Source: an optimization exercise on an open RTL-to-GDS flow (aim: small area and a short achievable clock period). Production flows keep margins and buffers that such runs may drop. Where RTL was checked, it was by simulation tests only, not by an equivalence proof against the original. No activity file was given, so power comes from the tool's default toggle rates.

willow:
## PE
module PE (
    input  wire               clk,
    input  wire               rst,
    input  wire               en,
    input  wire               mode_residual,
    input  wire signed [15:0] input_data,
    input  wire signed [15:0] weight_data,
    input  wire signed [15:0] residual_data,
    output reg  signed [15:0] output_data,
    output wire               input_sparse,
    output wire               weight_sparse,
    output wire               computation_skipped,
    output reg         [15:0] sparse_count,
    output reg         [15:0] total_count
);
Settings: LEC_CHECK=0, CAP_MARGIN=20, CORE_MARGIN=2, CORE_UTILIZATION=40, PLACE_DENSITY=0.6, SETUP_SLACK_MARGIN=3.7, SLEW_MARGIN=20, SYNTH_HIERARCHICAL=1, SYNTH_MINIMUM_KEEP_SIZE=0; clock period 8.0 ns.
standard.sh (not shown) runs the stock make flow with config.mk's settings and CLKGATE_MAP_FILE= SYNTH_SCRIPT=/design/flow/synth_recipe.tcl, a recipe that flattens the netlist after the stock synthesis.
==> flow/flow/run.sh <==
#!/bin/bash
# Standard ORFS layout with two changes:
#  - port buffers use the smallest buffer cell (buffer_ports' default pick is clkdlybuf4s50_1);
#  - after synthesis every combinational cell starts at drive strength 1 (flow/downsize.tcl),
#    and timing repair sizes up only what the timing needs.
set -euo pipefail
export BUFFER_PORTS_ARGS="-buffer_cell sky130_fd_sc_hd__buf_1"
export POST_SYNTH_TCL="$(pwd)/flow/downsize.tcl"
bash standard.sh finish > standard_flow.log 2>&1
==> flow/flow/downsize.tcl <==
# Sourced after the synthesized netlist is loaded (POST_SYNTH_TCL): set every
# combinational cell to its smallest (_1) drive strength; the later timing repair
# sizes up the cells that need it. Flip-flops are left as synthesis made them.
set db [ord::get_db]
set n 0
foreach inst [[ord::get_db_block] getInsts] {
  set m [[$inst getMaster] getName]
  if {[regexp {^(sky130_fd_sc_hd__[a-z0-9]+)_([0-9]+)$} $m -> base d]} {
    if {[string match "*__df*" $base] || [string match "*__dl*" $base] || [string match "*__sdf*" $base]} { continue }
    if {$d > 1} {
      set nm [$db findMaster ${base}_1]
      if {$nm ne "NULL" && $nm ne ""} { $inst swapMaster $nm; incr n }
    }
  }
}
puts "downsize.tcl: set $n cells to drive strength 1"
### willow -> nickel
Settings: swapping 3.7 for 3.5 in SETUP_SLACK_MARGIN.
Notes after the runs:
Looking at the reports, nickel completed the entire flow and the layout it produced met the timing, design-rule and antenna checks. Relative to willow, routed wire length has gone down in nickel. nickel vs. willow: maximum clock rate about even; power of the sequential group about even. [compare] base=willow new=nickel: clock power share climbed 0.2 points; clock power level; wire length the detailed router placed on met1 decreased about 2.3%; final area shows a reduction of 5.3%; layout net count went down. Any difference in portion of the clock cycle consumed by the worst path in the final layout between nickel and willow is small enough to ignore.
No run of this note included a check of the RTL's function; only the layout flow was run.

---

Another version of the RTL of PE (not shown whole).
For scale: roughly 670 cells after synthesis, ~64 flip-flops.
export LEC_CHECK = 0
export CAP_MARGIN = 20
export CORE_MARGIN = 2
export CORE_UTILIZATION = 40
export PLACE_DENSITY = 0.6
export SETUP_SLACK_MARGIN = 3
export SLEW_MARGIN = 20
export SYNTH_HIERARCHICAL = 1
export SYNTH_MINIMUM_KEEP_SIZE = 0
create_clock -name core_clock -period 8.0 [get_ports {clk}]
==> flow/flow/run.sh <==
#!/bin/bash
# Standard ORFS layout, with port buffers of the smallest buffer cell
# (instead of buffer_ports' default pick, clkdlybuf4s50_1).
set -euo pipefail
export BUFFER_PORTS_ARGS="-buffer_cell sky130_fd_sc_hd__buf_1"
bash standard.sh finish > standard_flow.log 2>&1
Edit:
==> flow/run.sh (new file) <==
#!/bin/bash
# synth_recipe.tcl (not shown) runs the flow's synth.tcl, then flattens the netlist and writes it again
# the make line also repeats each setting of config.mk as NAME=value (left out here)
make -C /OpenROAD-flow-scripts/flow DESIGN_CONFIG=/design/flow/config.mk WORK_HOME=/design/flow/orfs CLKGATE_MAP_FILE= SYNTH_SCRIPT=/design/flow/synth_recipe.tcl finish
- SETUP_SLACK_MARGIN: 3 -> not set
removed: flow/flow/run.sh
removed: flow/standard.sh
Wire length goes down by 6.5%.
Clock-buffer cell count goes down by 1.
Die area is unchanged.
Register-to-register slack is worse by 0.19 ns.
Clock skew goes down by 0.0035 ns.
Worst setup slack is worse by 1.3 ns.
Worst hold slack hardly moves.
Design area goes down by 5.9%.
Sequential share of layout area goes up by 1.1 points.
Fmax goes down by 19%.
Function was not checked in any run of this note: the RTL went through the layout flow alone.

---

## the reference run
PE, a different RTL version from the one above (not shown whole).
Size in the first run: ~680 cells after synthesis, ~100 I/O pins.
Settings: LEC_CHECK=0, CAP_MARGIN=20, CORE_MARGIN=2, CORE_UTILIZATION=40, PLACE_DENSITY=0.6, SETUP_SLACK_MARGIN=3.6, SLEW_MARGIN=20, SYNTH_HIERARCHICAL=1, SYNTH_MINIMUM_KEEP_SIZE=0; clock period 8.0 ns.
==> flow/flow/run.sh <==
#!/bin/bash
# Standard ORFS layout with two changes:
#  - port buffers use the smallest buffer cell (buffer_ports' default pick is clkdlybuf4s50_1);
#  - after synthesis every combinational cell starts at drive strength 1 (flow/downsize.tcl),
#    and timing repair sizes up only what the timing needs.
set -euo pipefail
export BUFFER_PORTS_ARGS="-buffer_cell sky130_fd_sc_hd__buf_1"
export POST_SYNTH_TCL="$(pwd)/flow/downsize.tcl"
bash standard.sh finish > standard_flow.log 2>&1
Scripts as last shown in full above: flow/flow/downsize.tcl
Modified inputs, the trial run compared to the reference run
- SETUP_SLACK_MARGIN changed from 3.6 to 3
Comparing the reference run with the trial run, the worst hold slack came out essentially unchanged.
Fraction of final layout cells with drive strength greater than 1 (the trial run over the reference run): decrease, 16 points
Sort the reference run and the trial run by worst setup slack desc -> top: the reference run
Delta (the trial run minus the reference run): area overhead of the layout relative to synthesis now sits lower, fraction of cell area in non-clock buffers now sits lower, combined global-route utilization of all metal layers now sits lower, arrival time of data at the critical path endpoint now sits higher.
Max share of total power in the clock network across the reference run and the trial run: the trial run

---

## oak
PE, a different RTL version from the one above (not shown whole).
Size in the first run: roughly 680 cells after synthesis, roughly 7300 um^2 of cells after synthesis.
==> flow/design.v (excerpt) <==
module PE (
    input  wire               clk,
    input  wire               rst,
    input  wire               en,
    input  wire               mode_residual,
    input  wire signed [15:0] input_data,
    input  wire signed [15:0] weight_data,
    input  wire signed [15:0] residual_data,
    output reg  signed [15:0] output_data,
    output wire               input_sparse,
    output wire               weight_sparse,
    output wire               computation_skipped,
    output reg         [15:0] sparse_count,
    output reg         [15:0] total_count
);
export LEC_CHECK = 0
export CAP_MARGIN = 20
export CORE_MARGIN = 2
export CORE_UTILIZATION = 40
export PLACE_DENSITY = 0.6
export SETUP_SLACK_MARGIN = 3.4
export SLEW_MARGIN = 20
export SYNTH_HIERARCHICAL = 1
export SYNTH_MINIMUM_KEEP_SIZE = 0
create_clock -name core_clock -period 8.0 [get_ports {clk}]
Scripts as last shown in full above: flow/flow/run.sh, flow/flow/downsize.tcl
Input changes introduced in pine (baseline for comparison: oak):
- a change of SETUP_SLACK_MARGIN from 3.4 to 3.5
- a change of PLACE_DENSITY from 0.6 to 0.7
- a change of CORE_UTILIZATION from 40 to 55
Results
- Between oak and pine, the flow reports post-route total power increasing by a few percent.
- Instance count on the critical path: pine higher than oak
- pine against oak: worst setup slack rose by 0.19 ns; number of cells produced by synthesis closely matched the old numbers; maximum cell stage delay along the critical path has increased; minimum clock period after layout went down by 0.19 ns.
- Summary: with oak as the reference, via count in pine moved up by a few percent.
- Reported for pine and oak, sequential share of layout area turned out identical to the last digit.
- ~same worst setup skew after layout in pine and oak
Input changes introduced in birch (baseline for comparison: pine):
- changing PLACE_DENSITY from 0.7 to 0.6
- changing CORE_UTILIZATION from 55 to 40
- setting CTS_BUF_LIST to sky130_fd_sc_hd__clkbuf_8 for the first time
Findings:
- Area of the placeable core, pine and birch: higher on birch
- Going from pine to birch, count of flip-flops and latches held steady; remaining max-slew budget at the tightest pin grew by 0.87 points; met3 global-route usage shrank by 2.4 points.
- birch vs. pine: number of stages on the worst setup path -4; total met2 wirelength after detailed routing decreased by about 14% relative to the old numbers.
- On worst hold slack, pine and birch are basically level.
diff inputs: birch => maple
- CTS_BUF_LIST no longer set, was sky130_fd_sc_hd__clkbuf_8
==> results.txt <==
birch → maple: fraction of the cycle the final worst path needs flat; met2 usage level; internal power went up; clock skew decreased 0.0057 ns; area growth from synthesis to final layout now sits higher.
As far as clock period minus worst slack is concerned, birch and maple perform about the same.
Per the comparison of maple with birch, actual transition at the worst max-transition pin went down, final non-filler cell area went up, clock power went up.
Diff birch -> maple: final hold slack comparable; maximum fanout encountered on the critical timing path has increased.
#### Input delta (cedar over maple)
- SETUP_SLACK_MARGIN now 3.6, was 3.5
==> results.txt <==
cedar: PASS, flow complete, no timing, DRC or antenna violations
Looking at final period utilization, cedar sits 0.24 points above maple.
On combinational power, cedar and maple are neck and neck.
Compared with maple, in cedar arrival time reported for the critical path endpoint shows an increase of 0.02 ns, wire length of the first global-routing pass increased about 0.5%, combinational power share neither gained nor lost much, total chip power held, routing usage on met3 neither gained nor lost much.
Between cedar and maple, the difference in worst hold slack is negligible.
Lower layout overhead on the synthesized area goes to maple over cedar.
Final worst setup slack, cedar and maple: smaller value in cedar
Compared with maple, cedar supports a lower clock frequency.
Origin of the worst setup path: weight_data[0] -> maple, input_data[5] -> cedar

==> separate check: timing with driven ports <==
How much do the figures lean on ideal ports? The routed layouts below were timed once more, with nothing changed but the port constraints. Step 1, drivers: a clkbuf_16 drives clk and a buf_2 each remaining input, both assumed. Step 2 times the ports against the registers' clock, not the clock port: input delays grow and output delays shrink by t, the midpoint of the rising clock arrivals with the driver on. Slacks: ideal ports / drivers / drivers and shift; pairs: ideal ports / drivers.
| run | t, ns | slack for setup (ns) | latest minus earliest clock arrival (ns) | pins driven straight from the clock port |
|---|---|---|---|---|
| willow | 0.366 | 3.529 / 3.542 / 3.175 | 0.012 / 0.011 | 1 |
| nickel | 0.367 | 3.536 / 3.544 / 3.182 | 0.011 / 0.010 | 1 |
| the first run of note 2 | 0.362 | 2.800 / 2.803 / 2.440 | 0.009 / 0.009 | 1 |
| the second run of note 2 | 0.362 | 1.546 / 1.565 / 1.203 | 0.006 / 0.007 | 1 |
| the reference run | 0.374 | 3.309 / 3.299 / 2.925 | 0.011 / 0.012 | 1 |
| the trial run | 0.380 | 3.117 / 3.134 / 2.754 | 0.006 / 0.005 | 1 |
| oak | 0.369 | 3.340 / 3.316 / 3.138 | 0.007 / 0.007 | 1 |
| pine | 0.389 | 3.534 / 3.536 / 3.147 | 0.009 / 0.009 | 1 |
| birch | 0.388 | 3.559 / 3.538 / 3.200 | 0.012 / 0.013 | 1 |
| maple | 0.373 | 3.559 / 3.536 / 3.217 | 0.008 / 0.007 | 1 |
| cedar | 0.372 | 3.540 / 3.514 / 3.253 | 0.007 / 0.007 | 1 |
After both steps every run listed still meets setup and hold. The setup slack of pine, which loses most, moves by +0.002 ns with the drivers and by -0.387 ns with both steps.
